Context: an optimization exercise on an open-source flow, tuned for small area. The choices shown serve that exercise and are no tape-out recipe. Function was checked by simulation only, so behaviour that the tests miss may differ from the original. Power is estimated from default activity; no workload was simulated.

==> design/flow/design.v <==
`timescale 1ns / 1ps
module MyFIFO(  input wire clk,                                 
                input wire rst,
                input wire enable_read,                          
                input wire enable_write,                         
                input wire [8-1:0] value_to_write,      
                output reg [8-1:0] value_to_read        
                );
    reg [8-1:0]                FIFO_array [7-1:0];
    reg [3-1:0]    FIFO_tail_index;                 
    (*mark_debug = "true"*) wire [3-1:0] FIFO_tail_index_probe = FIFO_tail_index;
    (*mark_debug = "true"*) wire [8-1:0] FIFO_array_probe_0 = FIFO_array[0];
    (*mark_debug = "true"*) wire [8-1:0] FIFO_array_probe_1 = FIFO_array[1];
    (*mark_debug = "true"*) wire [8-1:0] FIFO_array_probe_2 = FIFO_array[2];
    (*mark_debug = "true"*) wire [8-1:0] FIFO_array_probe_3 = FIFO_array[3];
    (*mark_debug = "true"*) wire [8-1:0] FIFO_array_probe_4 = FIFO_array[4];
    (*mark_debug = "true"*) wire [8-1:0] FIFO_array_probe_5 = FIFO_array[5];
    (*mark_debug = "true"*) wire [8-1:0] FIFO_array_probe_6 = FIFO_array[6];
    genvar i;   
    generate                                                         
        for (i=1; i < 7; i=i+1) begin                   
            always @(posedge clk) begin                           
                if (rst) begin
                    FIFO_array[i] <= 8'd0;
                end
                else begin                                           
                    if (enable_read) begin
                        if (FIFO_tail_index > i+1)
                            FIFO_array[i] <= FIFO_array[i+1];        
                        if (enable_write) begin
                            if (FIFO_tail_index == i+1)
                                FIFO_array[i] <= value_to_write;     
                        end
                        else begin       
                            if (FIFO_tail_index == i+1)
                                FIFO_array[i] <= 8'd0;      
                        end                            
                    end      
                    else begin       
                        if (enable_write & (FIFO_tail_index == i))
                            FIFO_array[i] <= value_to_write;
                    end  
                end
            end  
        end  
    endgenerate
    always @(posedge clk) begin         
        if (rst) begin
            FIFO_array[0] <= 8'd0;
        end
        else begin                                           
            if (enable_read) begin
                if (FIFO_tail_index > 1)
                    FIFO_array[0] <= FIFO_array[1];        
                if (enable_write) begin
                    if (FIFO_tail_index <= 1)                   
                        FIFO_array[0] <= value_to_write;     
                end
                else begin       
                    if (FIFO_tail_index == 1)
                        FIFO_array[0] <= 8'd0;      
                end                            
            end      
            else begin       
                if (enable_write & (FIFO_tail_index == 0))
                    FIFO_array[0] <= value_to_write;
            end  
        end
    end  
    always @(posedge clk, posedge rst) begin                 
        if (rst) begin
            FIFO_tail_index <= 3'd0;
            value_to_read <= 8'd0;
        end 
        else begin                                           
            if (enable_read) begin
                value_to_read <= FIFO_array[0];              
                if (enable_write) begin
                    if (FIFO_tail_index == 0) begin
                        FIFO_tail_index <= FIFO_tail_index + 1;
                    end
                end                  
                else begin           
                    if (FIFO_tail_index != 0) begin
                        FIFO_tail_index <= FIFO_tail_index - 3'd1;
                    end
                end                  
            end                      
            else begin               
                if (enable_write) begin
                    if (FIFO_tail_index < 7) begin
                        FIFO_tail_index <= FIFO_tail_index + 3'd1;
                    end
                end                  
            end                      
        end
    end       
endmodule
module uart_rx(
input  wire       clk          ,
input  wire       resetn       ,  
input  wire       uart_rxd     ,  
input  wire       uart_rx_en   ,  
output wire       uart_rx_break,  
output wire       uart_rx_valid,  
output reg  [PAYLOAD_BITS-1:0] uart_rx_data    
);
parameter   BIT_RATE        = 9600;  
localparam  BIT_P           = 1_000_000_000 * 1/BIT_RATE;  
parameter   CLK_HZ          =    100_000_000;
localparam  CLK_P           = 1_000_000_000 * 1/CLK_HZ;  
parameter   PAYLOAD_BITS    = 8;
parameter   STOP_BITS       = 1;
localparam       CYCLES_PER_BIT     = BIT_P / CLK_P;
localparam       COUNT_REG_LEN      = 1+$clog2(CYCLES_PER_BIT);
reg rxd_reg;
reg rxd_reg_0;
reg [PAYLOAD_BITS-1:0] recieved_data;
reg [COUNT_REG_LEN-1:0] cycle_counter;
reg [3:0] bit_counter;
reg bit_sample;
reg [2:0] fsm_state;         
reg [2:0] n_fsm_state;       
localparam FSM_IDLE = 0;     
localparam FSM_START= 1;     
localparam FSM_RECV = 2;     
localparam FSM_STOP = 3;     
assign uart_rx_break = uart_rx_valid && ~|recieved_data;                     
assign uart_rx_valid = fsm_state == FSM_STOP && n_fsm_state == FSM_IDLE;     
always @(posedge clk) begin
    if(!resetn) begin
        uart_rx_data  <= {PAYLOAD_BITS{1'b0}};
    end else if (fsm_state == FSM_STOP) begin
        uart_rx_data  <= recieved_data;              
    end
end
wire next_bit     = cycle_counter == CYCLES_PER_BIT ||              
                        fsm_state       == FSM_STOP && 
                        cycle_counter   == CYCLES_PER_BIT/2;
wire payload_done = bit_counter   == PAYLOAD_BITS;                   
always @(*) begin : p_n_fsm_state        
    case(fsm_state)
        FSM_IDLE : n_fsm_state = rxd_reg      ? FSM_IDLE : FSM_START;        
        FSM_START: n_fsm_state = next_bit     ? FSM_RECV : FSM_START;        
        FSM_RECV : n_fsm_state = payload_done ? FSM_STOP : FSM_RECV;         
        FSM_STOP : n_fsm_state = next_bit     ? FSM_IDLE : FSM_STOP;         
        default  : n_fsm_state = FSM_IDLE;                                   
    endcase
end
integer i;
always @(posedge clk) begin : p_recieved_data
    if(!resetn) begin
        recieved_data <= {PAYLOAD_BITS{1'b0}};
    end else if(fsm_state == FSM_IDLE             ) begin
        recieved_data <= {PAYLOAD_BITS{1'b0}};
    end else if(fsm_state == FSM_RECV && next_bit ) begin        
        recieved_data[PAYLOAD_BITS-1] <= bit_sample;
        for ( i = PAYLOAD_BITS-2; i >= 0; i = i - 1) begin
            recieved_data[i] <= recieved_data[i+1];
        end
    end
end
always @(posedge clk) begin : p_bit_counter
    if(!resetn) begin
        bit_counter <= 4'b0;
    end else if(fsm_state != FSM_RECV) begin
        bit_counter <= {COUNT_REG_LEN{1'b0}};
    end else if(fsm_state == FSM_RECV && next_bit) begin
        bit_counter <= bit_counter + 1'b1;
    end
end
always @(posedge clk) begin : p_bit_sample
    if(!resetn) begin
        bit_sample <= 1'b0;
    end else if (cycle_counter == CYCLES_PER_BIT/2) begin
        bit_sample <= rxd_reg;
    end
end
always @(posedge clk) begin : p_cycle_counter
    if(!resetn) begin
        cycle_counter <= {COUNT_REG_LEN{1'b0}};
    end else if(next_bit) begin
        cycle_counter <= {COUNT_REG_LEN{1'b0}};
    end else if(fsm_state == FSM_START || 
                fsm_state == FSM_RECV  || 
                fsm_state == FSM_STOP   ) begin
        cycle_counter <= cycle_counter + 1'b1;
    end
end
always @(posedge clk) begin : p_fsm_state
    if(!resetn) begin
        fsm_state <= FSM_IDLE;
    end else begin
        fsm_state <= n_fsm_state;
    end
end
always @(posedge clk) begin : p_rxd_reg
    if(!resetn) begin
        rxd_reg     <= 1'b1;
        rxd_reg_0   <= 1'b1;
    end else if(uart_rx_en) begin
        rxd_reg     <= rxd_reg_0;
        rxd_reg_0   <= uart_rxd;
    end
end
endmodule
module uart_tx 
#(  parameter CLK_FREQ = 100_000_000,        
    BAUD_RATE = 9600                         
)
(
    input clk,
    input rst_n,             
    input start,             
    input [7:0]data,         
    output reg q              
);
localparam TICKS_PER_PULSE = CLK_FREQ/BAUD_RATE;         
localparam CNT_WIDTH = $clog2(TICKS_PER_PULSE+1);        
reg [CNT_WIDTH-1:0]cnt;                       
reg [3:0]bit_num;                    
wire bit_start = (cnt == TICKS_PER_PULSE);      
wire idle = (bit_num == 4'hF);       
reg [7:0] data_buffer;               
always @(posedge clk, negedge rst_n) begin
    if (!rst_n)
        data_buffer <= 8'd0;
    else begin
        if (bit_num == 4'hF)
            data_buffer <= data;
        else
            data_buffer <= data_buffer;
    end
end
always @(posedge clk, negedge rst_n) begin
    if (!rst_n) begin
        cnt <= 'd0;
    end
    else begin
        if (start && idle)
            cnt <= 'd0;
        else if (bit_start || idle)
            cnt <= 'd0;
        else
            cnt <= cnt + 'd1;
    end
end
always @(posedge clk, negedge rst_n) begin
    if (!rst_n) begin
        bit_num <= 4'hF;
        q <= 1'b1;
    end
    else begin
        if (start && idle) begin
            bit_num <= 4'h0;
            q <= 1'b0;  
        end
        else if (bit_start) begin
            case (bit_num)
            4'h0: begin bit_num <= 4'h1; q <= data_buffer[0]; end
            4'h1: begin bit_num <= 4'h2; q <= data_buffer[1]; end
            4'h2: begin bit_num <= 4'h3; q <= data_buffer[2]; end
            4'h3: begin bit_num <= 4'h4; q <= data_buffer[3]; end
            4'h4: begin bit_num <= 4'h5; q <= data_buffer[4]; end
            4'h5: begin bit_num <= 4'h6; q <= data_buffer[5]; end
            4'h6: begin bit_num <= 4'h7; q <= data_buffer[6]; end
            4'h7: begin bit_num <= 4'h8; q <= data_buffer[7]; end
            4'h8: begin bit_num <= 4'h9; q <= 1'b1; end              
            default: begin bit_num <= 4'hF; end
            endcase
        end
    end
end
endmodule
`timescale 1ns / 1ps
module uart_top(
    input wire          clk,
    input wire          rst_n,                     
    input wire          tx_start,        
    input wire [7:0]    tx_data,         
    output wire          tx,              
    input  wire         rx,       
    output wire         rx_valid,      
    output wire  [7:0]   rx_data        
    );
    uart_tx tx_module (
        .clk(clk),
        .rst_n(rst_n),             
        .start(tx_start),    
        .data(tx_data),         
        .q(tx)
    );  
    uart_rx rx_module (
        .clk(clk), 
        .resetn(rst_n), 
        .uart_rxd(rx), 
        .uart_rx_en(1'b1), 
        .uart_rx_valid(rx_valid), 
        .uart_rx_data(rx_data)
    );
endmodule
`timescale 1ns / 1ps
module UART_service(
    input wire clk,
    input wire rst,
    input wire [7:0] value_to_read,             
    output reg [7:0] tx_symbol,                 
    output reg tx_start,                        
    output reg [7:0] value_to_write,            
    input wire [7:0] rx_symbol,                  
    input wire rx_valid,                         
    output reg enable_read,                     
    output reg enable_write
    );
    localparam EMPTY = 3'd0;         
    localparam INSTRUCTION = 3'd1;   
    localparam DECODE = 3'd2;        
    localparam DATA = 3'd3;          
    localparam EXECUTE = 3'd4;          
    localparam RETURN = 3'd5;          
    localparam WAIT_READ = 3'd6;       
    reg [2:0] fsm_state;                   
    (*mark_debug = "true"*) wire [2:0] service_fsm_probe = fsm_state; 
    reg [7:0] instruction;             
    reg [7:0] data;                      
    always @ (posedge clk) begin
        if (rst) begin
            fsm_state <= EMPTY;
        end
        else begin
            case (fsm_state)
            EMPTY: begin
                if (rx_valid) 
                    fsm_state <= INSTRUCTION;
            end
            INSTRUCTION: fsm_state <= DECODE;
            DECODE: begin
                if (instruction == 8'h31)
                    fsm_state <= EXECUTE;
                else begin
                    if (rx_valid)
                        fsm_state <= DATA;
                end
            end
            DATA: fsm_state <= EXECUTE;
            EXECUTE: fsm_state <= WAIT_READ;
            WAIT_READ: fsm_state <= RETURN;
            RETURN: fsm_state <= EMPTY;
            default: fsm_state <= EMPTY;
            endcase
        end
    end
    always @ (posedge clk) begin
        if (rst) begin
            instruction <= 8'd0;
        end
        else begin
            if(fsm_state == INSTRUCTION)
                instruction <= rx_symbol;
        end
    end
    always @ (posedge clk) begin
        if (rst)
            data <= 8'd0;
        else begin
            if (fsm_state == DATA)
                data <= rx_symbol;
        end
    end
    always @ (posedge clk) begin
        if (rst) begin
            enable_read <= 1'b0;
            enable_write <= 1'b0;
            value_to_write <= 8'b0;
        end
        else begin
            if (fsm_state == EXECUTE) begin
                case (instruction)
                8'h30: begin enable_read <= 1'b0; enable_write <= 1'b1; value_to_write <= data; end  
                8'h31: begin enable_read <= 1'b1; enable_write <= 1'b0; end  
                8'h32: begin enable_read <= 1'b1; enable_write <= 1'b1; value_to_write <= data; end  
                default: begin enable_read <= 1'b0; enable_write <= 1'b0; value_to_write <= 8'b0; end
                endcase
            end
            else begin
                enable_read <= 1'b0;
                enable_write <= 1'b0;
                value_to_write <= 8'b0;
            end
        end
    end  
    always @ (posedge clk) begin
        if (rst) begin
            tx_start <= 1'b0;
            tx_symbol <= 8'd0;
        end 
        else begin
            if (fsm_state == RETURN) begin
                if (instruction == 8'h31 | instruction == 8'h32) begin
                    tx_start <= 1'b1;
                    tx_symbol <= value_to_read;
                end
            end
            else begin
                tx_start <= 1'b0;
                tx_symbol <= 8'd0;
            end
        end
    end
endmodule
`timescale 1ns / 1ps
module Top_FIFO_UART(
    input wire          clk,
    input wire          rst,
    output wire          tx,
    input  wire         rx
    );
    (*mark_debug = "true"*) wire rst_n = !rst;
    wire tx_start;
    wire [7:0] tx_data;
    wire rx_valid;
    wire [7:0] rx_data;
    uart_top uart (
    .clk(clk),
    .rst_n(rst_n),                     
    .tx_start(tx_start),        
    .tx_data(tx_data),         
    .tx(tx),              
    .rx(rx),       
    .rx_valid(rx_valid),      
    .rx_data(rx_data)        
    );
    wire [7:0] value_to_read;
    wire [7:0] value_to_write;
    wire enable_read;
    wire enable_write;
    UART_service Service (
    .clk(clk),
    .rst(rst),
    .value_to_read(value_to_read),             
    .tx_symbol(tx_data),                 
    .tx_start(tx_start),                        
    .value_to_write(value_to_write),            
    .rx_symbol(rx_data),                  
    .rx_valid(rx_valid),                         
    .enable_read(enable_read),                     
    .enable_write(enable_write)
    );
    MyFIFO FIFO (  
                .clk(clk),                                 
                .rst(rst),
                .enable_read(enable_read),                          
                .enable_write(enable_write),                         
                .value_to_write(value_to_write),      
                .value_to_read(value_to_read)        
                );
endmodule
==> design/flow/run.sh <==
#!/bin/bash
# synth_recipe.tcl (not shown) runs the flow's synth.tcl, then flattens the netlist and writes it again
# the make line also repeats each setting of config.mk as NAME=value (left out here)
make -C /OpenROAD-flow-scripts/flow DESIGN_CONFIG=/design/flow/config.mk WORK_HOME=/design/flow/orfs CLKGATE_MAP_FILE= SYNTH_SCRIPT=/design/flow/synth_recipe.tcl finish
==> design/flow/config.mk <==
export PLATFORM = sky130hd
export DESIGN_NAME = Top_FIFO_UART
export DESIGN_NICKNAME = Top_FIFO_UART
export VERILOG_FILES = /design/flow/design.v
export SDC_FILE = /design/flow/constraint.sdc
export NUM_CORES = 4
export LEC_CHECK = 0
export CAP_MARGIN = 20
export CORE_MARGIN = 2
export CORE_UTILIZATION = 40
export SLEW_MARGIN = 20
==> design/flow/constraint.sdc <==
create_clock -name core_clock -period 10.0 [get_ports {clk}]
set_input_delay 2.0000 -clock core_clock [delete_from_list [all_inputs] [get_ports {clk}]]
set_output_delay 2.0000 -clock core_clock [all_outputs]
set_load 0.01 [all_outputs]
==> results of run 1 <==
[cell type report]
cell class	instances	area, um^2	area share [%]
Sequential cell	172	3640	43.40
Tap cell	234	292.8	3.491
Multi-Input combinational cell	569	3736	44.55
Clock inverter	12	136.4	1.626
Inverter	21	78.83	0.9400
Clock buffer	20	446.7	5.327
Timing Repair Buffer	7	55.05	0.6565
[cell usage after synthesis, drive strengths merged, types with 7 or more instances]
master / instances
nand2b: 13
nor4: 8
dfrtp: 33
nor3: 13
nand2: 62
o22ai: 7
inv: 19
ha: 12
a21oi: 63
a22oi: 9
mux2: 24
a222oi: 29
a22o: 10
dfxtp: 134
o21ai: 19
clkbuf: 46
nand4: 11
mux2i: 41
nor2: 98
xor2: 12
nand3: 35
xnor2: 17
[per-layer routing]
| metal | wire length, um | up-vias | track usage [%] |
|---|---|---|---|
| met3 | 468 | 16 | 3.365 |
| met5 | 0 | - | 0 |
| met4 | 195 | 0 | 5.211 |
| li1 | - | 2904 | - |
| met1 | 8210 | 2764 | 24.06 |
| met2 | 7485 | 76 | 26.85 |
[power groups by stage]
| stage | logic, uW | clock network [uW] | registers [uW] |
|---|---|---|---|
| after global routing | 23.4 | 700 | 692 |
| after floorplan | 17.4 | 0 | 705 |
| after global placement | 20.8 | 0 | 707 |
| final | 20.5 | 653 | 692 |
| after detailed placement | 20.8 | 0 | 707 |
| after CTS | 20.8 | 671 | 692 |
[kinds of logic after synthesis]
family	Yosys count	share of synthesized area (%)
flip-flops	172	47.59
adder cells (fa/ha/maj)	13	2.094
multiplexers	67	9.489
buffers and inverters	72	3.550
AND/OR/NAND/NOR	287	18.49
XOR/XNOR	29	3.321
AO/OA/AOI/OAI	173	15.46
[stage by stage]
stage               hold slack [ns]  setup slack, ns
global route                 0.4573            6.025
finish                       0.4511            6.292
detailed placement           0.4309            5.786
global placement             0.4343            5.797
floorplan                    0.3895            6.031
CTS                          0.4465            6.236
[worst max-delay path, cell delays in order]
cell     delay (ns)
buf_2          0.07
buf_4          0.68
inv_2          0.62
nand4_1        0.50
nor2_1         0.09
[worst max path at each step]
stage	to	slack, ns	cells past startpoint
after floorplan	Service.tx_symbol[0]$_SDFFE_PP0P_	6.03	4
after CTS	Service.tx_start$_SDFFE_PP0P_	6.24	5
final	Service.tx_symbol[0]$_SDFFE_PP0P_	6.29	5
after global routing	Service.tx_start$_SDFFE_PP0P_	6.03	5
after global placement	Service.tx_symbol[4]$_SDFFE_PP0P_	5.80	5
after detailed placement	Service.tx_symbol[0]$_SDFFE_PP0P_	5.79	5
[cell usage in the layout (no fill, tap or decap), types with 12 or more instances in the layout]
master / count
a21oi_1: 63
a222oi_1: 29
clkbuf_16: 17
dfrtp_1: 33
dfxtp_1: 134
ha_1: 12
inv_1: 19
mux2_2: 24
mux2i_1: 41
nand2_1: 62
nand2b_1: 13
nand3_1: 35
nor2_1: 98
nor3_1: 13
o21ai_0: 16
xnor2_1: 17
xor2_1: 12
==> results.toml, run 1 <==
[hold_path]
hold_class = "reg2reg"
hold_depth = 2
worstHoldStart = "FIFO.FIFO_array[6][6]$_SDFFE_PP0P_"
holdPathEnd = "FIFO.FIFO_array[6][6]$_SDFFE_PP0P_"

[critical_path]
end_kind = "flop"
crit_required_ns = 10.30
ff2ff_setup_slack_ns = 7.47
critPathLaunchType = "input pin"
r2r-end = "uart.rx_module.cycle_counter[8]$_SDFFE_PP0P_"
arrival_ns = 4.01
critPathMaxFanout = 87
reg2reg_from = "uart.rx_module.cycle_counter[0]$_SDFFE_PP0P_"
critPathKind = "in2reg"
reg2reg_depth = 6
critPathLaunch = "rst"

[synthesis]
synth_edf_count = 0
yosys.area.top_type = "dfxtp_1"
syn_inst = 813
netlist_area_um2 = 7647
synth_area_per_cell_um2 = 9.406
synth_cell_types = 64
ys_seq_area_share_pct = 47.59
ys.flop_type = "dfxtp_1"
yosysWarnings = 5
yosysTopAreaCellShare_pct = 35.08
synth-seq-cells = 172
synth.area.top_cells = "dfxtp_1 (35%), dfrtp_1 (11%), mux2i_1 (5.4%)"
syn_nets = 828
synthArstFlopShare_pct = 22.09

[clocking]
clkTransAtPathRegs_ns = 0.06
clock_latency_ns = 0.42
cts_tree = "done"
post_cts_resized = 0
cts.sinks = 172
numCtsBuffers = 17
htreeDepth = 4
cts_setup_buffers = 0
hold_buffers = 0
cts_buffer_depth = 2
cts_root_buffer = "clkbuf_16"

[sta]
slew_violations = 0
clock_skew_ns = 0.008876
slew_headroom_pct = 31.99
hold_viol = 0
rsz0062_at_grt = "no"
setup_viol = 0
finalSetupTns_ns = 0
tightest_slew_ns = 1.011
fin_crit_sh_pct = 37.08
period_minus_slack_ns = 3.708
max_clock_freq_mhz = 269.7

[floorplan]
start_util_pct = 40.88
dieArea_um2 = 20240
die_w_um = 142.3
core_area_um2 = 18710
die_h_um = 142.3
floorplan.rows = 50
ios = 4

[placement]
placed_cells = 1003
dpl_cell_area_um2 = 7802
place.gp.congestion = 0.8079
numPortBuffers = 3
dp_hpwl_um = 10470

[detailed_routing]
vias = 5760
routed_wl_um = 16360
viasPerCell = 5.565
final_antenna_net_count = 0
drcViolationCount = 0
wl_per_cell_um = 15.81
dr.pass1.iters = 5
drt_iter0_markers = 438

[cells_and_area]
top_register = "FIFO.FIFO_array"
n_fill_cell = 1824
utilization_pct = 44.83
drive_gt1_share_pct = 9.114
antenna_cells = 0
area_growth_syn_to_layout_pct = 9.653
stdcell_area_um2 = 8386
final_cells = 1035
largest_register_ffs = 56
reg_top3 = "FIFO.FIFO_array: 56 flops, uart.rx_module.cycle_counter: 15 flops, uart.tx_module.cnt: 14 flops"
nets = 803

[power]
p_comb_share_pct = 1.5
leakage_uw = 0.003121
p_per_area_nw_per_um2 = 162.8
clock_power_share_pct = 47.8
p_sw_uw = 293.6
ir_drop_mv = 0.2038
power_frac_seq_pct = 50.7
total_power_uw = 1365
power.internal_uw = 1072
netSwitchingFraction_pct = 21.51

[flow_run]
max_cap_viol_count = 0

[status]
status = "finished clean"

[global_routing]
overflow = 0
grt_use_total_pct = 17.17
grt_start_max_net_pins = 88
antenna_found_initial = 0
grt_pass1_vias = 5481
grt_pass1_wl_um = 28230
==> inputs of run 2 (changes only) <==
==> design/flow/design.v (replaced) <==
module Top_FIFO_UART(
    input  wire clk,
    input  wire rst,
    output wire tx,
    input  wire rx
    );
    localparam [13:0] BIT_LAST = 14'd10416;    
    reg [63:0] ring;
    reg [5:0]  p;         
    reg [13:0] c;         
    reg [3:0]  k;         
    reg [2:0]  n;         
    reg        txm;       
    reg        dph;       
    reg        b0, b1;    
    reg        m;         
    reg        tx_r;
    reg        pf;        
    wire tap  = ring[63];
    wire c0   = (c == 14'd0);
    wire cmax = (c == BIT_LAST);
    wire idle = c0 & (k == 4'd0);
    wire fin  = c0 & k[3] & (txm ? k[1] : k[0]);         
    wire win  = k[3] ? (k[2:0] == 3'd0) : (k[2:0] != 3'd0);  
    wire [2:0] j = k[2:0] - 3'd1;
    wire hit  = (p[2:0] == j) & (p[5:3] == (txm ? 3'd0 : n));
    wire is0  = m & ~b0 & ~b1;
    wire is1  = m &  b0 & ~b1;
    wire is2  = m & ~b0 &  b1;
    wire full = (n == 3'd7);
    wire nz   = (n != 3'd0);
    wire ins   = ~txm & dph & win & hit & (is2 | (is0 & ~full));
    wire chain = fin & ~txm & (dph ? is2 : is1);         
    wire adv   = fin & txm & nz;                         
    always @(posedge clk)
        ring <= {ring[62:0], ins ? rx : tap};
    always @(posedge clk)
        if (txm & win & hit)
            pf <= tap;
    always @(posedge clk) begin
        if (rst)
            p <= 6'd0;
        else
            p <= p + (adv ? 6'd57 : 6'd1);
    end
    always @(posedge clk) begin
        if (rst) begin
            c <= 14'd0;
            k <= 4'd0;
        end else if (cmax) begin
            c <= 14'd0;
            k <= k + 4'd1;
        end else if (fin) begin
            c <= chain ? 14'd1 : 14'd0;
            k <= chain ? 4'd1 : 4'd0;
        end else if (!(idle & rx)) begin
            c <= c + 14'd1;
        end
    end
    always @(posedge clk) begin
        if (idle & ~rx & ~dph)
            m <= 1'b1;
        else if (~txm & ~dph & win) begin
            if (k == 4'd1) b0 <= rx;
            if (k == 4'd2) b1 <= rx;
            if (k[3] | (k[2] | (k[1] & k[0])))  
                if (rx != (k == 4'd5 || k == 4'd6))
                    m <= 1'b0;
        end
    end
    always @(posedge clk) begin
        if (rst) begin
            txm  <= 1'b0;
            dph  <= 1'b0;
            n    <= 3'd0;
            tx_r <= 1'b1;
        end else if (fin) begin
            if (txm) begin
                txm  <= 1'b0;
                tx_r <= 1'b1;
                if (nz) begin
                    if (b0) n <= n - 3'd1;      
                end else if (~b0)
                    n <= 3'd1;                  
            end else begin
                if (dph & is0 & ~full)
                    n <= n + 3'd1;
                if (chain) begin
                    txm  <= 1'b1;
                    tx_r <= 1'b0;               
                end
                dph <= ~dph & ~is1;
            end
        end else if (txm & c0)
            tx_r <= pf & nz;
    end
    assign tx = tx_r;
endmodule
==> run 2 against run 1 <==
  * Wire length is 68% lower
  * Register-to-register slack gained 0.27 ns
  * Worst hold slack got worse by 0.13 ns
  * Sequential share of layout area grew 11 points
  * Setup slack improved by 0.45 ns
  * Combinational power grew 46%
  * Final cell count decreased by 60%
  * Sequential cell count fell by 74
  * Critical endpoint is now c[2]$_SDFFE_PP0P_
  * Via count fell by 65%
==> results.toml, run 2 <==
[floorplan]
die_w_um = 95.27
die_h_um = 95.27
floorplan.rows = 33
dieArea_um2 = 9076
start_util_pct = 40.96
core_area_um2 = 8134
ios = 4

[sta]
max_clock_freq_mhz = 306.7
tightest_slew_ns = 0.7624
clock_skew_ns = 0.01735
hold_ws_ns = 0.3261
finalSetupTns_ns = 0
setup_viol = 0
slew_violations = 0
hold_viol = 0
period_minus_slack_ns = 3.260
fin_crit_sh_pct = 32.60
slew_headroom_pct = 49.02
rsz0062_at_grt = "no"

[critical_path]
reg2reg_depth = 5
critPathMaxFanout = 20
critPathLaunchType = "input pin"
critPathKind = "in2reg"
worst-path-buf-inv = 1
reg2reg_from = "txm$_SDFFE_PP0N_"
end_kind = "flop"
crit_required_ns = 10.30
arrival_ns = 3.56
cp_top_family = "buffers and inverters"
critical-path-slowest-cell = "clkdlybuf4s50_1"
ff2ff_setup_slack_ns = 7.74
slowest_delay_ns = 0.80
r2r-end = "n[0]$_SDFFE_PP0P_"
crit_chain = "clkdlybuf4s50_1, or2_2, nor2_1"

[power]
ir_drop_mv = 0.09157
p_per_area_nw_per_um2 = 184.1
leakage_uw = 0.001415

[clocking]
cts_root_buffer = "clkbuf_8"
clock_latency_ns = 0.37
cts_tree = "done"
cts_buffer_depth = 2
hold_buffers = 0
cts.sinks = 98
htreeDepth = 3
cts_setup_buffers = 0
post_cts_resized = 0
clkTransAtPathRegs_ns = 0.11
numCtsBuffers = 9

[placement]
numPortBuffers = 3
place.gp.congestion = 0.7226
dpl_cell_area_um2 = 3475
dp_hpwl_um = 3499
placed_cells = 401

[cells_and_area]
utilization_pct = 45.13
antenna_cells = 0
largest_register_ffs = 64
layout_commonest_cell = "dfxtp_1"
reg_top3 = "ring: 64 flops, c: 14 flops, p: 6 flops"
final_cells = 417
nets = 324
layout_common_cells = "dfxtp_1 (95), nor2_1 (37), ha_1 (14)"
stdcell_area_um2 = 3671
area_growth_syn_to_layout_pct = 10.18
drive_gt1_share_pct = 8.333
top_register = "ring"
n_fill_cell = 765

[hold_path]
worstHoldStart = "ring[7]$_DFF_P_"
holdPathEnd = "ring[8]$_DFF_P_"
hold_class = "reg2reg"
hold_depth = 0

[synthesis]
synth_cell_types = 42
synth-seq-cells = 98
synth_most_common_cell = "dfxtp_1"
synthArstFlopShare_pct = 0
yosysTopAreaCellShare_pct = 57.08
yosys.area.top_type = "dfxtp_1"
syn_inst = 298
netlist_area_um2 = 3332
yosysWarnings = 1
synth_edf_count = 3
ys_seq_area_share_pct = 59.78
synth.area.top_cells = "dfxtp_1 (57%), ha_1 (5.3%), nor2_1 (4.2%)"
ys.flop_type = "dfxtp_1"
synth_area_per_cell_um2 = 11.18
ys_top_cells_by_count = "dfxtp_1 (95), nor2_1 (37), ha_1 (14)"
syn_nets = 315

[detailed_routing]
routed_wl_um = 5298
drt_iter0_markers = 84
viasPerCell = 4.782
vias = 1994
drcViolationCount = 0
final_antenna_net_count = 0
dr.pass1.iters = 4
wl_per_cell_um = 12.71

[global_routing]
grt_use_total_pct = 13.07
overflow = 0
grt_start_max_net_pins = 21
grt_pass1_wl_um = 9039
grt_pass1_vias = 1877
antenna_found_initial = 0

[status]
status = "finished clean"

[flow_run]
max_cap_viol_count = 0
run 2: changes by cell type after synthesis, moves of 11 or more:
cell and delta:
nand3_1 -25, nand2b_1 -11, dfxtp_1 -39, mux2_2 -22
nor2_1 -61, clkbuf_1 -42, a222oi_1 -29, dfrtp_1 -33
a21oi_1 -57, mux2i_1 -33, nand2_1 -51
run 2: worst max-delay path by stage:
stage / startpoint / end / slack (ns) / depth (start not counted)
global route: rst / c[13]$_SDFFE_PP0P_ / 6.62 / 3
CTS: rst / c[2]$_SDFFE_PP0P_ / 6.73 / 3
global placement: rst / c[3]$_SDFFE_PP0P_ / 6.38 / 3
floorplan: rst / n[2]$_SDFFE_PP0P_ / 7.25 / 3
detailed placement: rst / c[2]$_SDFFE_PP0P_ / 6.35 / 3
finish: rst / c[2]$_SDFFE_PP0P_ / 6.74 / 3
run 2: report_power, final:
| group | switching [uW] | internal, uW | total [uW] |
|---|---|---|---|
| clock network | 150 | 97.3 | 247 |
| logic | 17.5 | 12.4 | 29.9 |
| registers | 4.11 | 395 | 399 |
| total | 171 | 505 | 676 |
run 2: kinds of logic after synthesis:
kind of cell,share of synthesized area [%]
compound gates,4.844
xor+xnor,6.572
fa+ha+maj,5.257
buf+inv,2.028
flops,59.78
mux,3.755
simple gates,17.76
run 2: metal layers:
| layer | part of all wire (%) | global-route usage, % | up-vias |
|---|---|---|---|
| met4 | 1.4 | 6.522 | 0 |
| met1 | 53 | 17.79 | 934 |
| met5 | 0 | 0 | - |
| met2 | 42 | 19.13 | 25 |
| met3 | 3.6 | 3.399 | 7 |
| li1 | - | - | 1028 |
run 2: area by class of cell:
class | count | area (um^2) | share of cell area (%)
clock buffer | 9 | 123.9 | 3.374
clock inverter | 7 | 72.57 | 1.977
inverter | 13 | 48.80 | 1.329
multi-input combinational | 182 | 1272 | 34.66
sequential | 98 | 1992 | 54.26
tap | 105 | 131.4 | 3.579
timing repair buffer | 3 | 30.03 | 0.8180
run 2: worst register-to-register path: cells and delay by family (launching register included):
kind,cells,cell delay [ns]
AO/OA/AOI/OAI,1,0.42
AND/OR/NAND/NOR,3,0.76
flip-flops,1,0.67
multiplexers,1,0.27
run 2: metrics by stage:
step	total power [uW]	setup WS [ns]
final	675.7	6.740
after floorplan	430.6	7.250
after global placement	438.0	6.381
after global routing	699.1	6.623
after CTS	682.7	6.731
after detailed placement	438.4	6.346
==> inputs of run 3 (changes only) <==
==> design/flow/design.v (replaced) <==
module Top_FIFO_UART(
    input  wire clk,
    input  wire rst,
    output wire tx,
    input  wire rx
    );
    reg [63:0] ring;
    reg [5:0]  q;         
    reg [7:0]  d;         
    reg [3:0]  k;         
    reg [2:0]  n;         
    reg        txm;       
    reg        dph;       
    reg        b0, b1;    
    reg        tx_r;
    wire       tap  = ring[63];
    wire [3:0] kp1  = k + 4'd1;
    wire       idle = k[3] & ~k[0];
    wire       win  = ~k[3] & ~d[7];                    
    wire       hitb = (q == {2'b00, kp1});
    wire       bnd  = ~idle & hitb & d[7] & d[5] & d[1];    
    wire       go   = idle & (q == 6'd63) & (txm | ~rx);
    wire       last = bnd & (k == 4'd7);                
    wire is0  = ~b0 & ~b1;
    wire is1  =  b0 & ~b1;
    wire is2  = ~b0 &  b1;
    wire full = (n == 3'd7);
    wire nz   = (n != 3'd0);
    wire ins   = ~txm & dph & win & (q == {n, k[2:0]}) & (is2 | (is0 & ~full));
    wire chain = last & ~txm & (dph ? is2 : is1);       
    wire adv   = last & txm & nz;                       
    always @(posedge clk)
        ring <= {ring[62:0], ins ? rx : tap};
    always @(posedge clk) begin
        if (rst)
            q <= 6'd0;
        else
            q <= q + (adv ? 6'd9 : 6'd17);
    end
    always @(posedge clk) begin
        if (go | bnd)
            d <= 8'd0;
        else if (hitb)
            d <= d + 8'd1;
    end
    always @(posedge clk) begin
        if (rst)
            k <= 4'd8;
        else if (go)
            k <= 4'd15;
        else if (bnd)
            k <= kp1;
    end
    always @(posedge clk) begin
        if (~txm & ~dph & win) begin
            if (k == 4'd0) b0 <= rx;
            if (k == 4'd1) b1 <= rx;
            if (k[2] | k[1])
                if (rx != (k == 4'd4 || k == 4'd5)) begin
                    b0 <= 1'b1;
                    b1 <= 1'b1;
                end
        end
    end
    always @(posedge clk) begin
        if (rst) begin
            txm  <= 1'b0;
            dph  <= 1'b0;
            n    <= 3'd0;
            tx_r <= 1'b1;
        end else if (go) begin
            if (txm)
                tx_r <= 1'b0;                   
        end else if (last) begin
            if (txm) begin
                txm  <= 1'b0;
                tx_r <= 1'b1;                   
                if (nz) begin
                    if (b0) n <= n - 3'd1;      
                end else if (b1)
                    n <= 3'd1;                  
            end else begin
                if (dph & is0 & ~full)
                    n <= n + 3'd1;
                txm <= chain;
                dph <= ~dph & ~is1;
            end
        end else if (bnd & txm)
            tx_r <= tap & nz;
    end
    assign tx = tx_r;
endmodule
--- a/design/flow/config.mk
+++ b/design/flow/config.mk
@@ -6,4 +6,5 @@
 export NUM_CORES = 4
 export LEC_CHECK = 0
+export ABC_AREA = 1
 export CAP_MARGIN = 20
 export CORE_MARGIN = 2
==> run 3 against run 2 <==
  * Still clean
  * Register-to-register slack got worse by 0.68 ns
  * Sequential power decreased by 8.5%
  * Clock power increased by 2%
  * Final cell count increased by 5.3%
  * Final area decreased by 8.5%
  * First-iteration DRC count decreased by 3.6%
  * Non-clock buffer count unchanged
  * Synthesized cell count increased by 9.4%
  * Core utilization increased by 0.96 points
  * Synthesized area decreased by 9.0%
  * Critical path depth decreased by 2
  * Critical endpoint is now tx
==> results.toml, run 3 <==
[status]
status = "finished clean"

[placement]
dpl_cell_area_um2 = 3151
numPortBuffers = 3
dp_hpwl_um = 3447
place.gp.congestion = 0.8504

[cells_and_area]
multiInputGateArea_um2 = 1025
layout_commonest_cell = "dfxtp_1"
reg_top3 = "ring: 64 flops, d: 8 flops, q: 6 flops"
largest_register_ffs = 64
utilization_pct = 46.09
seq_area_um2 = 1822
layout_common_cells = "dfxtp_1 (88), nand2_1 (57), inv_1 (31)"
antenna_cells = 0
n_fill_cell = 743
drive_gt1_share_pct = 9.412
area_growth_syn_to_layout_pct = 10.90
stdcell_area_um2 = 3361
top_register = "ring"
nets = 350

[sta]
slew_headroom_pct = 74.30
max_clock_freq_mhz = 307.8
setup_viol = 0
period_minus_slack_ns = 3.249
hold_viol = 0
rsz0062_at_grt = "no"
finalSetupTns_ns = 0
tightest_slew_ns = 0.3850
slew_violations = 0
clock_skew_ns = 0.01371
hold_ws_ns = 0.3274
fin_crit_sh_pct = 32.49

[global_routing]
grt_pass1_vias = 1954
grt_pass1_wl_um = 9045
grt_use_total_pct = 13.73
antenna_found_initial = 0
overflow = 0
grt_start_max_net_pins = 17

[power]
p_comb_share_pct = 2.0
p_sw_uw = 136.8
total_power_uw = 628.5
clock_power_share_pct = 40.0
netSwitchingFraction_pct = 21.77
leakage_uw = 0.001409
p_per_area_nw_per_um2 = 187.0
ir_drop_mv = 0.09762
power.internal_uw = 491.7
power_frac_seq_pct = 58.0

[critical_path]
cp_top_family = "buffers and inverters"
critPathLaunch = "tx_r$_SDFFE_PP1P_"
r2r-end = "q[5]$_SDFF_PP0_"
worst-path-buf-inv = 1
crit_required_ns = 8.00
ff2ff_setup_slack_ns = 7.06
end_kind = "primary output"
critPathLaunchType = "flop"
critical-path-slowest-cell = "clkdlybuf4s50_1"
critical_path.endpoint = "tx"
arrival_ns = 1.25
reg2reg_from = "k[1]$_SDFFE_PP0P_"
reg2reg_depth = 16
critPathKind = "reg2out"
critPathMaxFanout = 2
crit_cells = 1
slowest_delay_ns = 0.55
crit_chain = "clkdlybuf4s50_1"

[synthesis]
yosys.area.top_type = "dfxtp_1"
synth_edf_count = 2
synth_area_per_cell_um2 = 9.296
syn_nets = 341
synth_most_common_cell = "dfxtp_1"
synth_cell_types = 34
netlist_area_um2 = 3030
ys_seq_area_share_pct = 60.12
syn_inst = 326
yosysWarnings = 1
ys.flop_type = "dfxtp_1"
synth.area.top_cells = "dfxtp_1 (58%), nand2_1 (7.1%), ha_1 (5.0%)"
synth-seq-cells = 90
yosysTopAreaCellShare_pct = 58.13
ys_top_cells_by_count = "dfxtp_1 (88), nand2_1 (57), inv_1 (31)"
synthArstFlopShare_pct = 0

[floorplan]
die_w_um = 91.04
die_h_um = 91.04
core_area_um2 = 7292
floorplan.rows = 31
dieArea_um2 = 8288
ios = 4
start_util_pct = 41.56

[clocking]
clkTransAtPathRegs_ns = 0.09
htreeDepth = 3
post_cts_resized = 0
cts.sinks = 90
cts_setup_buffers = 0
cts_buffer_depth = 2
hold_buffers = 0
cts_root_buffer = "clkbuf_8"
clock_latency_ns = 0.35
numCtsBuffers = 9
cts_tree = "done"

[detailed_routing]
wl_per_cell_um = 11.55
final_antenna_net_count = 0
viasPerCell = 4.585
drcViolationCount = 0
routed_wl_um = 5069
dr.pass1.iters = 4
vias = 2013
drt_iter0_markers = 81

[flow_run]
max_cap_viol_count = 0

[hold_path]
hold_class = "reg2reg"
[run 3: power by group through the flow]
stage                     Clock, uW  Combinational (uW)  Sequential [uW]
after floorplan                   0                9.64              372
after global placement            0                11.9              373
after detailed placement          0                12.4              373
after CTS                       260                12.4              365
after global routing            274                14.6              366
final                           251                12.5              365
[run 3: kinds of logic after synthesis]
group,share of synthesized area [%]
adders and majority gates,4.954
AOI/OAI and AO/OA,7.804
xor gates and xnor gates,2.023
buffers and inverters,6.069
DFF,60.12
and+or+nand+nor,19.03
[run 3: worst min-delay path by stage]
stage | startpoint | to | slack [ns] | depth (start not counted)
5_1_grt | ring[35]$_DFF_P_ | ring[36]$_DFF_P_ | 0.34 | 0
3_5_place_dp | ring[17]$_DFF_P_ | ring[18]$_DFF_P_ | 0.31 | 0
3_3_place_gp | ring[32]$_DFF_P_ | ring[33]$_DFF_P_ | 0.31 | 0
6_report | ring[39]$_DFF_P_ | ring[40]$_DFF_P_ | 0.33 | 0
4_1_cts | ring[39]$_DFF_P_ | ring[40]$_DFF_P_ | 0.33 | 0
2_1_floorplan | ring[9]$_DFF_P_ | ring[10]$_DFF_P_ | 0.31 | 0
[run 3: final cells by class]
cell class	count	area share, %
sequential	90	54.21
multi-input combinational	191	30.49
inverter	40	4.468
clock buffer	10	4.095
tap	99	3.686
clock inverter	6	2.159
timing repair buffer	3	0.8935
[run 3: metrics by stage]
stage	cells	setup WS (ns)
6_report	439	6.751
2_1_floorplan	326	7.304
3_5_place_dp	423	6.569
5_1_grt	439	6.611
3_3_place_gp	423	6.605
4_1_cts	439	6.708
[run 3: layer usage]
layer / wire length [um] / track usage (%) / part of all wire (%) / up-vias
met5: 0 / 0 / 0 / -
met4: 67 / 7.197 / 1.3 / 0
met3: 156 / 4.315 / 3.1 / 4
met2: 2079 / 19.07 / 41 / 30
met1: 2765 / 18.99 / 55 / 908
li1: - / - / - / 1071
[run 3: worst reg2reg max path: stages (launching register included)]
cell     delay (ns)
dfxtp_1        0.53
inv_1          0.11
ha_1           0.35
inv_1          0.07
nand2_1        0.08
nand3_1        0.07
nor2_1         0.10
nand2_1        0.09
nor2_4         0.20
nand3_1        0.15
nor3_2         0.19
inv_2          0.05
ha_1           0.32
nand4_1        0.10
o21ai_0        0.24
o21ai_0        0.11
a21oi_1        0.12
==> inputs of run 4 (changes only) <==
--- a/design/flow/config.mk
+++ b/design/flow/config.mk
@@ -7,6 +7,7 @@
 export LEC_CHECK = 0
 export ABC_AREA = 1
+export ABC_CLOCK_PERIOD_IN_PS = 10000
 export CAP_MARGIN = 20
 export CORE_MARGIN = 2
-export CORE_UTILIZATION = 40
+export CORE_UTILIZATION = 70
 export SLEW_MARGIN = 20
==> run 4 against run 3 <==
  * Global-route usage grew 11 points
  * Register-to-register slack lost 0.13 ns
  * First-iteration DRC count grew 110%
  * Critical path depth is the same
  * Highest routed layer unchanged
  * Largest cell class unchanged
  * Still clean
  * Maximum frequency grew 0.72%
  * Clock skew shrank 0.0021 ns
  * Largest power group unchanged
==> results.toml, run 4 <==
[sta]
fin_crit_sh_pct = 32.26
period_minus_slack_ns = 3.226
hold_viol = 0
setup_viol = 0
slew_headroom_pct = 75.89
tightest_slew_ns = 0.3611
rsz0062_at_grt = "no"
clock_skew_ns = 0.01163
finalSetupTns_ns = 0
max_clock_freq_mhz = 310.0
slew_violations = 0

[synthesis]
synth_edf_count = 2
ys_seq_area_share_pct = 60.12
synth_most_common_cell = "dfxtp_1"
yosysWarnings = 1
synth_cell_types = 34
ys.flop_type = "dfxtp_1"
syn_nets = 341
synth.area.top_cells = "dfxtp_1 (58%), nand2_1 (7.1%), ha_1 (5.0%)"
netlist_area_um2 = 3030
yosysTopAreaCellShare_pct = 58.13
synthArstFlopShare_pct = 0
synth-seq-cells = 90
yosys.area.top_type = "dfxtp_1"
synth_area_per_cell_um2 = 9.296
ys_top_cells_by_count = "dfxtp_1 (88), nand2_1 (57), inv_1 (31)"
syn_inst = 326

[critical_path]
cp_top_family = "buffers and inverters"
critPathLaunchType = "flop"
critPathMaxFanout = 2
critPathKind = "reg2out"
slowest_delay_ns = 0.53
worst-path-buf-inv = 1
critical-path-slowest-cell = "clkdlybuf4s50_1"
critPathLaunch = "tx_r$_SDFFE_PP1P_"
end_kind = "primary output"
arrival_ns = 1.23
crit_required_ns = 8.00
crit_chain = "clkdlybuf4s50_1"
reg2reg_from = "k[0]$_SDFFE_PP0P_"

[power]
clock_power_share_pct = 37.6
netSwitchingFraction_pct = 22.03
p_sw_uw = 133.3
total_power_uw = 605.4
p_per_area_nw_per_um2 = 184.8
leakage_uw = 0.001390
power_frac_seq_pct = 60.3
power.internal_uw = 472.1
ir_drop_mv = 0.1401
p_comb_share_pct = 2.1

[clocking]
numCtsBuffers = 9
clkTransAtPathRegs_ns = 0.08
post_cts_resized = 0
cts_buffer_depth = 2
cts.sinks = 90
cts_tree = "done"
clock_latency_ns = 0.35
htreeDepth = 3
hold_buffers = 0
cts_root_buffer = "clkbuf_8"
cts_setup_buffers = 0

[cells_and_area]
largest_register_ffs = 64
area_growth_syn_to_layout_pct = 8.134
drive_gt1_share_pct = 9.118
top_register = "ring"
reg_top3 = "ring: 64 flops, d: 8 flops, q: 6 flops"
antenna_cells = 0
layout_common_cells = "dfxtp_1 (88), nand2_1 (57), inv_1 (31)"
layout_commonest_cell = "dfxtp_1"
nets = 350

[global_routing]
grt_pass1_vias = 2044
overflow = 0
antenna_found_initial = 0
grt_pass1_wl_um = 9252
grt_use_total_pct = 24.26
grt_start_max_net_pins = 16

[detailed_routing]
drcViolationCount = 0
routed_wl_um = 5261
met1_length_um = 2480
viasPerCell = 5.377
drt_iter0_markers = 169
dr.pass1.iters = 4
vias = 2097
wl_met2_um = 2375
final_antenna_net_count = 0
wl_per_cell_um = 13.49
top_layer_used = "met4"
met3WireLength_um = 304

[hold_path]
worstHoldStart = "ring[52]$_DFF_P_"
hold_class = "reg2reg"

[placement]
dp_hpwl_um = 3653
place.gp.congestion = 0.9069
numPortBuffers = 3

[flow_run]
max_cap_viol_count = 0

[floorplan]
start_util_pct = 74.16
floorplan.rows = 23
core_area_um2 = 4086
ios = 4
die_h_um = 69.80
dieArea_um2 = 4871
die_w_um = 69.80

[status]
status = "finished clean"
[run 4: cell counts after synthesis]
No cell type changed its count.
[run 4: area by class of cell]
class	count	area [um^2]
Clock buffer	12	155.1
Clock inverter	4	32.53
Fill cell	249	809.5
Inverter	40	150.1
Multi-Input combinational cell	191	1025
Sequential cell	90	1822
Tap cell	50	62.56
Timing Repair Buffer	3	30.03
[run 4: per-stage QoR]
stage / std cells / hold slack (ns) / setup WS (ns) / utilization (%) / instance area (um^2)
finish: 390 / 0.3233 / 6.774 / 80.19 / 3277
global route: 390 / 0.3391 / 6.730 / 80.19 / 3277
CTS: 390 / 0.3254 / 6.758 / 80.19 / 3277
detailed placement: 374 / 0.3121 / 6.598 / 75.60 / 3089
global placement: 374 / 0.3097 / 6.664 / 75.60 / 3089
floorplan: 326 / 0.3096 / 7.304 / - / 3030
[run 4: path summary, 6_finish.rpt]
check	endpoint	cells after the start	slack, ns
min	ring[53]$_DFF_P_	0	0.32
max reg2reg	q[5]$_SDFF_PP0_	16	6.93
max	tx	1	6.77
min reg2reg	ring[53]$_DFF_P_	0	0.32
[run 4: per-layer routing]
metal / global-route usage (%) / vias up
met5: 0 / -
met4: 10.04 / 0
met3: 7.703 / 13
met2: 37.46 / 59
met1: 31.60 / 953
li1: - / 1072
[run 4: worst reg2reg max path, stage by stage, from the launching register on]
cell and delay (ns):
dfxtp_1 0.52, inv_2 0.13, ha_1 0.36, inv_1 0.07
nand2_1 0.08, nand3_1 0.09, nor2_1 0.12, nand2_1 0.11
nor2_4 0.18, nand3_1 0.15, nor3_2 0.29, inv_2 0.05
ha_1 0.33, nand4_1 0.11, o21ai_0 0.22, o21ai_0 0.10
a21oi_1 0.12
[run 4: power by group through the flow]
| stage | Clock [uW] | Combinational [uW] | Sequential [uW] |
|---|---|---|---|
| after detailed placement | 0 | 12.5 | 373 |
| after CTS | 232 | 12.5 | 365 |
| after global routing | 245 | 14.6 | 365 |
| after floorplan | 0 | 9.64 | 372 |
| final | 228 | 12.6 | 365 |
| after global placement | 0 | 11.8 | 373 |
[run 4: cell families (layout without fill, tap and decap cells)]
kind of cell               Yosys count  count (layout)  synth area share (%)
and+or+nand+nor                    129             129                 19.03
DFF                                 90              90                 60.12
buffers and inverters               45              59                 6.069
AOI/OAI and AO/OA                   43              43                 7.804
adders and majority gates           12              12                 4.954
xor gates and xnor gates             7               7                 2.023
==> inputs of run 5 (changes only) <==
--- a/design/flow/config.mk
+++ b/design/flow/config.mk
@@ -6,8 +6,6 @@
 export NUM_CORES = 4
 export LEC_CHECK = 0
-export ABC_AREA = 1
-export ABC_CLOCK_PERIOD_IN_PS = 10000
 export CAP_MARGIN = 20
 export CORE_MARGIN = 2
-export CORE_UTILIZATION = 70
+export CORE_UTILIZATION = 40
 export SLEW_MARGIN = 20
==> run 5 against run 4 <==
  * Sequential share of layout area down 0.34 points
  * Synthesized area is 0.95% lower
  * Final area is 0.61% higher
  * Die area increased by 69%
  * Via count is 16% lower
  * Total power is 0.98% higher
  * Setup slack worse by 0.24 ns
  * Critical path type is now in2reg
  * Critical endpoint is now k[1]$_SDFFE_PP0P_
==> results.toml, run 5 <==
[status]
status = "finished clean"

[cells_and_area]
layout_commonest_cell = "dfxtp_1"
reg_top3 = "ring: 64 flops, d: 8 flops, q: 6 flops"
drive_gt1_share_pct = 11.45
layout_common_cells = "dfxtp_1 (88), ha_1 (12), inv_1 (11), nor2_1 (11), clkbuf_8 (10)"
area_growth_syn_to_layout_pct = 9.837
largest_register_ffs = 64
antenna_cells = 0
nets = 272
top_register = "ring"

[power]
clock_power_share_pct = 37.3
p_sw_uw = 140.8
p_per_area_nw_per_um2 = 185.4
netSwitchingFraction_pct = 23.04
power.internal_uw = 470.5
p_comb_share_pct = 2.7
power_frac_seq_pct = 60.0
leakage_uw = 0.001244
ir_drop_mv = 0.07663

[detailed_routing]
drt_iter0_markers = 75
routed_wl_um = 4732
viasPerCell = 4.864
final_antenna_net_count = 0
wl_per_cell_um = 13.11
dr.pass1.iters = 4
drcViolationCount = 0
vias = 1756

[clocking]
cts_tree = "done"
clkTransAtPathRegs_ns = 0.09
cts_setup_buffers = 0
clock_latency_ns = 0.35
numCtsBuffers = 9
cts.sinks = 90
post_cts_resized = 0
cts_buffer_depth = 2
hold_buffers = 0
cts_root_buffer = "clkbuf_8"
htreeDepth = 3

[critical_path]
critPathLaunch = "rx"
r2r-end = "q[5]$_SDFF_PP0_"
arrival_ns = 3.74
end_kind = "flop"
critical_path.endpoint = "k[1]$_SDFFE_PP0P_"
crit_required_ns = 10.27
ff2ff_setup_slack_ns = 6.77
critPathKind = "in2reg"
reg2reg_depth = 12
reg2reg_from = "k[0]$_SDFFE_PP0P_"
critPathLaunchType = "input pin"
critPathMaxFanout = 11

[synthesis]
syn_nets = 267
syn_inst = 252
netlist_area_um2 = 3002
synth_most_common_cell = "dfxtp_1"
synth-seq-cells = 90
synthArstFlopShare_pct = 0
ys_seq_area_share_pct = 60.69
synth_area_per_cell_um2 = 11.91
synth.area.top_cells = "dfxtp_1 (59%), ha_1 (5.0%), xnor2_1 (2.3%)"
yosysWarnings = 1
ys_top_cells_by_count = "dfxtp_1 (88), ha_1 (12), inv_1 (11), nor2_1 (11), nand2_1 (9)"
yosysTopAreaCellShare_pct = 58.69
ys.flop_type = "dfxtp_1"
synth_cell_types = 55
synth_edf_count = 2
yosys.area.top_type = "dfxtp_1"

[hold_path]
hold_class = "reg2reg"
hold_depth = 0

[placement]
place.gp.congestion = 0.7592
place_ws_ns = 6.199
numPortBuffers = 3
dp_hpwl_um = 3044

[floorplan]
dieArea_um2 = 8213
start_util_pct = 41.38
floorplan.rows = 31
die_w_um = 90.63
core_area_um2 = 7253
die_h_um = 90.63
ios = 4

[global_routing]
grt_pass1_wl_um = 8321
antenna_found_initial = 0
grt_use_total_pct = 12.90
overflow = 0
grt_pass1_vias = 1695
grt_start_max_net_pins = 18

[sta]
rsz0062_at_grt = "no"
finalSetupTns_ns = 0
slew_headroom_pct = 52.18
fin_crit_sh_pct = 34.67
slew_violations = 0
tightest_slew_ns = 0.7149
hold_viol = 0
clock_skew_ns = 0.008670
setup_viol = 0
setup_ws_ns = 6.533
period_minus_slack_ns = 3.467
max_clock_freq_mhz = 288.4

[flow_run]
max_cap_viol_count = 0
## run 5: cell types whose count changed after synthesis, moves of 8 or more
cell / delta
nand3_1: -22
inv_1: -20
nand2_1: -48
inv_2: -8
nor2_1: -18
a21oi_1: -13
## run 5: per-layer routing
layer | routed length (um) | share of wire, % | GRT usage [%] | vias to the layer above
li1 | - | - | - | 907
met1 | 2455 | 52 | 17.44 | 827
met2 | 2036 | 43 | 18.35 | 13
met3 | 139 | 2.9 | 4.508 | 9
met4 | 100 | 2.1 | 6.154 | 0
met5 | 0 | 0 | 0 | -
## run 5: how the worst min path moves through the flow
stage                           from               end
floorplan            ring[9]$_DFF_P_  ring[10]$_DFF_P_
global placement     ring[9]$_DFF_P_  ring[10]$_DFF_P_
detailed placement  ring[13]$_DFF_P_  ring[14]$_DFF_P_
CTS                 ring[37]$_DFF_P_  ring[38]$_DFF_P_
global route         ring[4]$_DFF_P_   ring[5]$_DFF_P_
finish              ring[43]$_DFF_P_  ring[44]$_DFF_P_
## run 5: metrics by stage
step                      instances  total power (uW)  hold WS [ns]  utilization, %  instance area, um^2
after CTS                       361             621.0        0.3329           45.45                 3297
after global placement          345             391.4        0.3123           42.88                 3110
final                           361             611.4        0.3307           45.45                 3297
after global routing            361             637.0        0.3388           45.45                 3297
after detailed placement        345             391.7        0.3121           42.88                 3110
after floorplan                 252             387.5        0.3096               -                 3002
## run 5: power by group through the flow
stage          clock network [uW]  logic [uW]  registers [uW]
2_1_floorplan                   0        13.6             374
3_3_place_gp                    0        16.1             375
3_5_place_dp                    0        16.2             375
4_1_cts                       238        16.4             367
5_1_grt                       251        18.5             368
6_report                      228        16.2             367
## run 5: cells by family after synthesis
| logic type | synth area share, % |
|---|---|
| muxes | 1.376 |
| DFF | 60.69 |
| xor gates and xnor gates | 4.669 |
| AOI/OAI and AO/OA | 12.46 |
| adders and majority gates | 5.002 |
| buffers and inverters | 3.126 |
| and+or+nand+nor | 12.67 |
## run 5: cell type report
class	count	area, um^2
clock buffer	10	137.6
clock inverter	6	48.80
fill	689	3956
inverter	11	41.29
multi-input combinational	141	1086
sequential	90	1822
tap	99	123.9
timing repair buffer	4	37.54
## run 5: worst max-delay path, cell delays in order
cell and delay [ns]:
clkdlybuf4s50_1 0.53, a211oi_1 0.36, nand2_1 0.31, and4b_1 0.32
a311oi_2 0.22
==> inputs of run 6 (changes only) <==
==> design/flow/flow/run.sh (new file) <==
#!/bin/bash
set -euo pipefail
H=$(pwd)
MY_ABC_SCRIPT=$H/flow/area.abc make -C "$FLOW_HOME" DESIGN_CONFIG=$H/config.mk WORK_HOME=$H/orfs \
  CLKGATE_MAP_FILE= SYNTH_SCRIPT=$H/flow/synth.tcl ADDER_MAP_FILE= synth > $H/synth.log 2>&1
bash standard.sh > $H/layout.log 2>&1
==> design/flow/flow/area.abc (new file) <==
strash
&get -n
&fraig -x
&put
dc2
strash
&get -n
&dch -f
&nf -R 1000
&put
==> design/flow/flow/synth.tcl (new file) <==
proc synth {args} { yosys synth -nofsm -noshare {*}$args }
proc abc {args} {
  set i [lsearch -exact $args -script]
  if { $i >= 0 && [info exists ::env(MY_ABC_SCRIPT)] } {
    set args [lreplace $args [expr {$i+1}] [expr {$i+1}] $::env(MY_ABC_SCRIPT)]
  }
  yosys abc {*}$args
}
source $::env(SCRIPTS_DIR)/synth.tcl
# left out here: clear keep_hierarchy, flatten, clean up, hide names made inside functions, write 1_2_yosys.v
==> design/flow/standard.sh (new file) <==
#!/bin/bash
# synth_recipe.tcl (not shown) runs the flow's synth.tcl, then flattens the netlist and writes it again
# the make line also repeats each setting of config.mk as NAME=value (left out here)
make -C /OpenROAD-flow-scripts/flow DESIGN_CONFIG=/design/flow/config.mk WORK_HOME=/design/flow/orfs CLKGATE_MAP_FILE= SYNTH_SCRIPT=/design/flow/synth_recipe.tcl "${@:-finish}"
removed: design/flow/run.sh
==> run 6 against run 5 <==
  * Clock power up 4%
  * Maximum frequency up 0.37%
  * Total power is 0.42% lower
  * Critical endpoint is now tx_r$_SDFFE_PP1P_
==> results.toml, run 6 <==
[status]
status = "finished clean"

[clocking]
numCtsBuffers = 9
cts_tree = "done"
cts_setup_buffers = 0
post_cts_resized = 0
clkTransAtPathRegs_ns = 0.09
cts.sinks = 90
cts_buffer_depth = 2
clock_latency_ns = 0.34
hold_buffers = 0
cts_root_buffer = "clkbuf_8"
htreeDepth = 3

[detailed_routing]
drt_iter0_markers = 51
dr.pass1.iters = 4
viasPerCell = 4.778
wl_per_cell_um = 11.60
drcViolationCount = 0
vias = 1505
final_antenna_net_count = 0
routed_wl_um = 3653

[sta]
finalSetupTns_ns = 0
tightest_slew_ns = 0.6419
slew_headroom_pct = 57.07
fin_crit_sh_pct = 34.54
clock_skew_ns = 0.009306
max_clock_freq_mhz = 289.5
slew_violations = 0
rsz0062_at_grt = "no"
hold_viol = 0
hold_ws_ns = 0.3251
period_minus_slack_ns = 3.454
setup_viol = 0

[critical_path]
critPathLaunchType = "input pin"
end_kind = "flop"
critPathLaunch = "rx"
critPathKind = "in2reg"
ff2ff_setup_slack_ns = 6.69
crit_required_ns = 10.23
reg2reg_from = "k[1]$_SDFFE_PP0P_"
critPathMaxFanout = 11
arrival_ns = 3.68

[cells_and_area]
area_growth_syn_to_layout_pct = 12.62
reg_top3 = "ring: 64 flops, d: 8 flops, q: 6 flops"
antenna_cells = 0
drive_gt1_share_pct = 5.882
largest_register_ffs = 64
layout_common_cells = "dfxtp_1 (88), nor2_1 (20), a21oi_1 (20)"
layout_commonest_cell = "dfxtp_1"
stdcell_area_um2 = 2869
nets = 236
top_register = "ring"
final_cells = 315

[power]
leakage_uw = 0.001082
clock_power_share_pct = 39.0
ir_drop_mv = 0.1537
p_per_area_nw_per_um2 = 212.2
total_power_uw = 608.8
power_frac_seq_pct = 59.8
p_sw_uw = 125.8
power.internal_uw = 483.0
p_comb_share_pct = 1.3
netSwitchingFraction_pct = 20.66

[synthesis]
synthArstFlopShare_pct = 0
synth_area_per_cell_um2 = 11.63
yosysTopAreaCellShare_pct = 69.16
syn_inst = 219
synth_cell_types = 30
synth.area.top_cells = "dfxtp_1 (69%), a21oi_1 (3.9%), nor2_1 (2.9%)"
yosysWarnings = 1
ys.flop_type = "dfxtp_1"
ys_seq_area_share_pct = 71.51
synth_edf_count = 2
netlist_area_um2 = 2547
synth-seq-cells = 90
syn_nets = 222
ys_top_cells_by_count = "dfxtp_1 (88), a21oi_1 (20), nor2_1 (20)"
yosys.area.top_type = "dfxtp_1"
synth_most_common_cell = "dfxtp_1"

[global_routing]
overflow = 0
grt_start_max_net_pins = 17
antenna_found_initial = 0
grt_use_total_pct = 11.76
grt_pass1_wl_um = 6320
grt_pass1_vias = 1342

[hold_path]
hold_class = "reg2reg"
worstHoldStart = "ring[22]$_DFF_P_"

[placement]
dp_hpwl_um = 2294
numPortBuffers = 3
placed_cells = 299
place.gp.congestion = 0.7913
dpl_cell_area_um2 = 2674

[flow_run]
max_cap_viol_count = 0

[floorplan]
die_w_um = 83.81
ios = 4
start_util_pct = 40.82
floorplan.rows = 29
die_h_um = 83.81
core_area_um2 = 6241
dieArea_um2 = 7023
run 6: worst max-delay path: stages:
cell and delay, ns:
clkdlybuf4s50_1 0.50, a2111o_1 0.53, nand2_1 0.33, nand2_1 0.09
a21oi_1 0.14, o21ai_0 0.10
run 6: layout make-up:
class,count,area (um^2)
Multi-Input combinational cell,121,695.7
Sequential cell,90,1822
Timing Repair Buffer,3,30.03
Fill cell,573,3372
Clock buffer,11,131.4
Clock inverter,5,63.81
Tap cell,77,96.34
Inverter,8,30.03
run 6: stage by stage:
| stage | setup WS (ns) | utilization (%) |
|---|---|---|
| global placement | 6.211 | 42.84 |
| detailed placement | 6.178 | 42.84 |
| finish | 6.546 | 45.97 |
| global route | 6.276 | 45.97 |
| floorplan | 6.886 | - |
| CTS | 6.555 | 45.97 |
run 6: per-layer routing:
metal | GRT usage, % | routed length, um | up-vias | share of wire, %
met5 | 0 | 0 | - | 0
met4 | 5.718 | 37 | 0 | 1.0
met3 | 5.341 | 170 | 4 | 4.7
met2 | 14.98 | 1510 | 20 | 41
met1 | 16.68 | 1935 | 693 | 53
li1 | - | - | 788 | -
run 6: worst paths after layout:
path,cells after the start,to
worst min-delay path,0,ring[23]$_DFF_P_
worst max register to register,11,n[2]$_SDFFE_PP0P_
worst max-delay path,6,tx_r$_SDFFE_PP1P_
worst min register to register,0,ring[23]$_DFF_P_
run 6: power by group through the flow:
stage	combinational (uW)	sequential [uW]	clock, uW
after floorplan	4.94	372	0
after global placement	7.55	372	0
after detailed placement	7.57	372	0
after CTS	7.66	364	245
after global routing	8.52	364	262
final	7.64	364	237
run 6: logic make-up after synthesis:
kind of cell | after synthesis | share of synthesized area (%)
buffers and inverters | 8 | 1.179
AOI/OAI and AO/OA | 41 | 9.774
muxes | 1 | 0.4420
DFF | 90 | 71.51
and+or+nand+nor | 65 | 12.28
xor gates and xnor gates | 14 | 4.813
==> inputs of run 7 (changes only) <==
==> design/flow/flow/run.sh (replaced) <==
#!/bin/bash
set -euo pipefail
H=$(pwd)
MY_ABC_SCRIPT=$H/flow/area.abc make -C "$FLOW_HOME" DESIGN_CONFIG=$H/config.mk WORK_HOME=$H/orfs \
  CLKGATE_MAP_FILE= SYNTH_SCRIPT=$H/flow/synth.tcl ADDER_MAP_FILE= synth > $H/synth.log 2>&1
bash standard.sh \
  "CTS_ARGS=-sink_clustering_enable -repair_clock_nets -dont_use_dummy_load -buf_list sky130_fd_sc_hd__clkbuf_8" \
  "BUFFER_PORTS_ARGS=-buffer_cell sky130_fd_sc_hd__buf_1" \
  finish > $H/layout.log 2>&1
==> run 7 against run 6 <==
  * Still clean
  * Count of clock-buffer cells in the layout decreased by 2
  * Register-to-register slack improved by 0.08 ns
  * Sequential power about the same
  * Synthesized area stayed put
  * Wire length shrank 0.88%
  * Maximum frequency rose by 6.8%
  * Final cell count fell by 2.2%
  * Non-clock buffer count did not move
  * Setup slack better by 0.22 ns
  * Highest routed layer unchanged
==> results.toml, run 7 <==
[synthesis]
syn_inst = 219
netlist_area_um2 = 2547
ys_seq_area_share_pct = 71.51
synthArstFlopShare_pct = 0
yosysWarnings = 1
ys_top_cells_by_count = "dfxtp_1 (88), a21oi_1 (20), nor2_1 (20)"
synth_area_per_cell_um2 = 11.63
yosys.area.top_type = "dfxtp_1"
synth.area.top_cells = "dfxtp_1 (69%), a21oi_1 (3.9%), nor2_1 (2.9%)"
synth-seq-cells = 90

[critical_path]
crit_required_ns = 10.28
reg2reg_from = "k[0]$_SDFFE_PP0P_"
reg2reg_depth = 11
end_kind = "flop"

[power]
p_sw_uw = 107.2
ir_drop_mv = 0.1197
p_comb_share_pct = 1.3
netSwitchingFraction_pct = 19.40
p_per_area_nw_per_um2 = 198.9
clock_power_share_pct = 32.8

[detailed_routing]
drt_iter0_markers = 63
vias = 1476
drcViolationCount = 0
wl_per_cell_um = 11.76
wl_met2_um = 1437
met1_length_um = 1963
dr.pass1.iters = 4
routed_wl_um = 3621
final_antenna_net_count = 0

[sta]
period_minus_slack_ns = 3.234
max_clock_freq_mhz = 309.2
finalSetupTns_ns = 0
clock_skew_ns = 0.03364
slew_headroom_pct = 50.15
hold_ws_ns = 0.3113
hold_viol = 0
fin_crit_sh_pct = 32.34
rsz0062_at_grt = "no"
slew_violations = 0
setup_viol = 0

[floorplan]
start_util_pct = 40.82
ios = 4
die_w_um = 83.81
die_h_um = 83.81
core_area_um2 = 6241
dieArea_um2 = 7023

[clocking]
hold_buffers = 0
numCtsBuffers = 9
cts_buffer_depth = 2
htreeDepth = 3
cts.sinks = 90
post_cts_resized = 0
cts_root_buffer = "clkbuf_8"
clkTransAtPathRegs_ns = 0.09

[cells_and_area]
top_register = "ring"
drive_gt1_share_pct = 3.896
n_fill_cell = 580
antenna_cells = 0
nets = 236
largest_register_ffs = 64
reg_top3 = "ring: 64 flops, d: 8 flops, q: 6 flops"

[hold_path]
hold_depth = 0
worstHoldStart = "ring[4]$_DFF_P_"

[global_routing]
overflow = 0
grt_pass1_wl_um = 6403
grt_pass1_vias = 1392
grt_start_max_net_pins = 17

[flow_run]
max_cap_viol_count = 0

[placement]
numPortBuffers = 3
dp_hpwl_um = 2224

[status]
status = "finished clean"
## run 7: cell count changes in the layout (fill, tap and decap cells not counted), sizes merged
cell / previous run / this run
inv: 1 / 0
buf: 0 / 3
clkinv: 11 / 8
clkbuf: 11 / 9
clkdlybuf4s50: 3 / 0
bufinv: 1 / 0
## run 7: final timing paths
check	to	slack, ns
worst max-delay path	n[2]$_SDFFE_PP0P_	6.77
worst min-delay path	ring[5]$_DFF_P_	0.31
worst max register to register	n[2]$_SDFFE_PP0P_	6.77
worst min register to register	ring[5]$_DFF_P_	0.31
## run 7: cell type report
type	count	area, um^2	share of cell area, %
sequential	90	1822	65.56
multi-input combinational	121	695.7	25.03
clock buffer	9	123.9	4.457
tap	77	96.34	3.467
inverter	8	30.03	1.081
timing repair buffer	3	11.26	0.4052
## run 7: kinds of logic (layout without fill, tap and decap cells)
family / Yosys count / count (layout) / share of synthesized area [%]
flip-flops: 90 / 90 / 71.51
buffers and inverters: 8 / 20 / 1.179
AO/OA/AOI/OAI: 41 / 41 / 9.774
XOR/XNOR: 14 / 14 / 4.813
AND/OR/NAND/NOR: 65 / 65 / 12.28
multiplexers: 1 / 1 / 0.4420
## run 7: routing by layer
metal  global-route usage, %  up-vias
li1                        -      777
met5                       0        -
met4                   4.839        0
met3                   5.836        5
met1                   15.82      670
met2                   16.15       24
## run 7: worst max-delay path: stages (launching register included)
cell and delay [ns]:
dfxtp_1 0.50, xnor2_1 0.15, a2111oi_0 0.41, o21ai_0 0.15
nor3_1 0.39, nand3_1 0.21, nor2_1 0.20, nand2_1 0.12
nor2_1 0.37, nand3_1 0.29, a211o_1 0.29, a21oi_1 0.11
## run 7: through the flow
stage	util (%)	cells	worst slack [ns]	power [uW]
6_report	44.53	308	6.766	552.6
5_1_grt	44.53	308	6.338	574.7
4_1_cts	44.53	308	6.724	563.3
3_5_place_dp	42.54	299	6.512	379.6
3_3_place_gp	42.54	299	6.598	379.2
2_1_floorplan	-	219	6.886	376.7
## run 7: power by group through the flow
| stage | clock, uW | sequential, uW | combinational (uW) |
|---|---|---|---|
| CTS | 192 | 364 | 7.26 |
| global route | 202 | 364 | 8.25 |
| detailed placement | 0 | 372 | 7.19 |
| global placement | 0 | 372 | 7.00 |
| finish | 181 | 364 | 7.14 |
| floorplan | 0 | 372 | 4.94 |

Setup slack of run 7, layout unchanged: 6.766 ns with ideal ports, 6.766 ns with driving cells assumed (clock clkbuf_16, inputs buf_2), 6.513 ns with port delays also shifted by the 0.354 ns mid clock arrival.
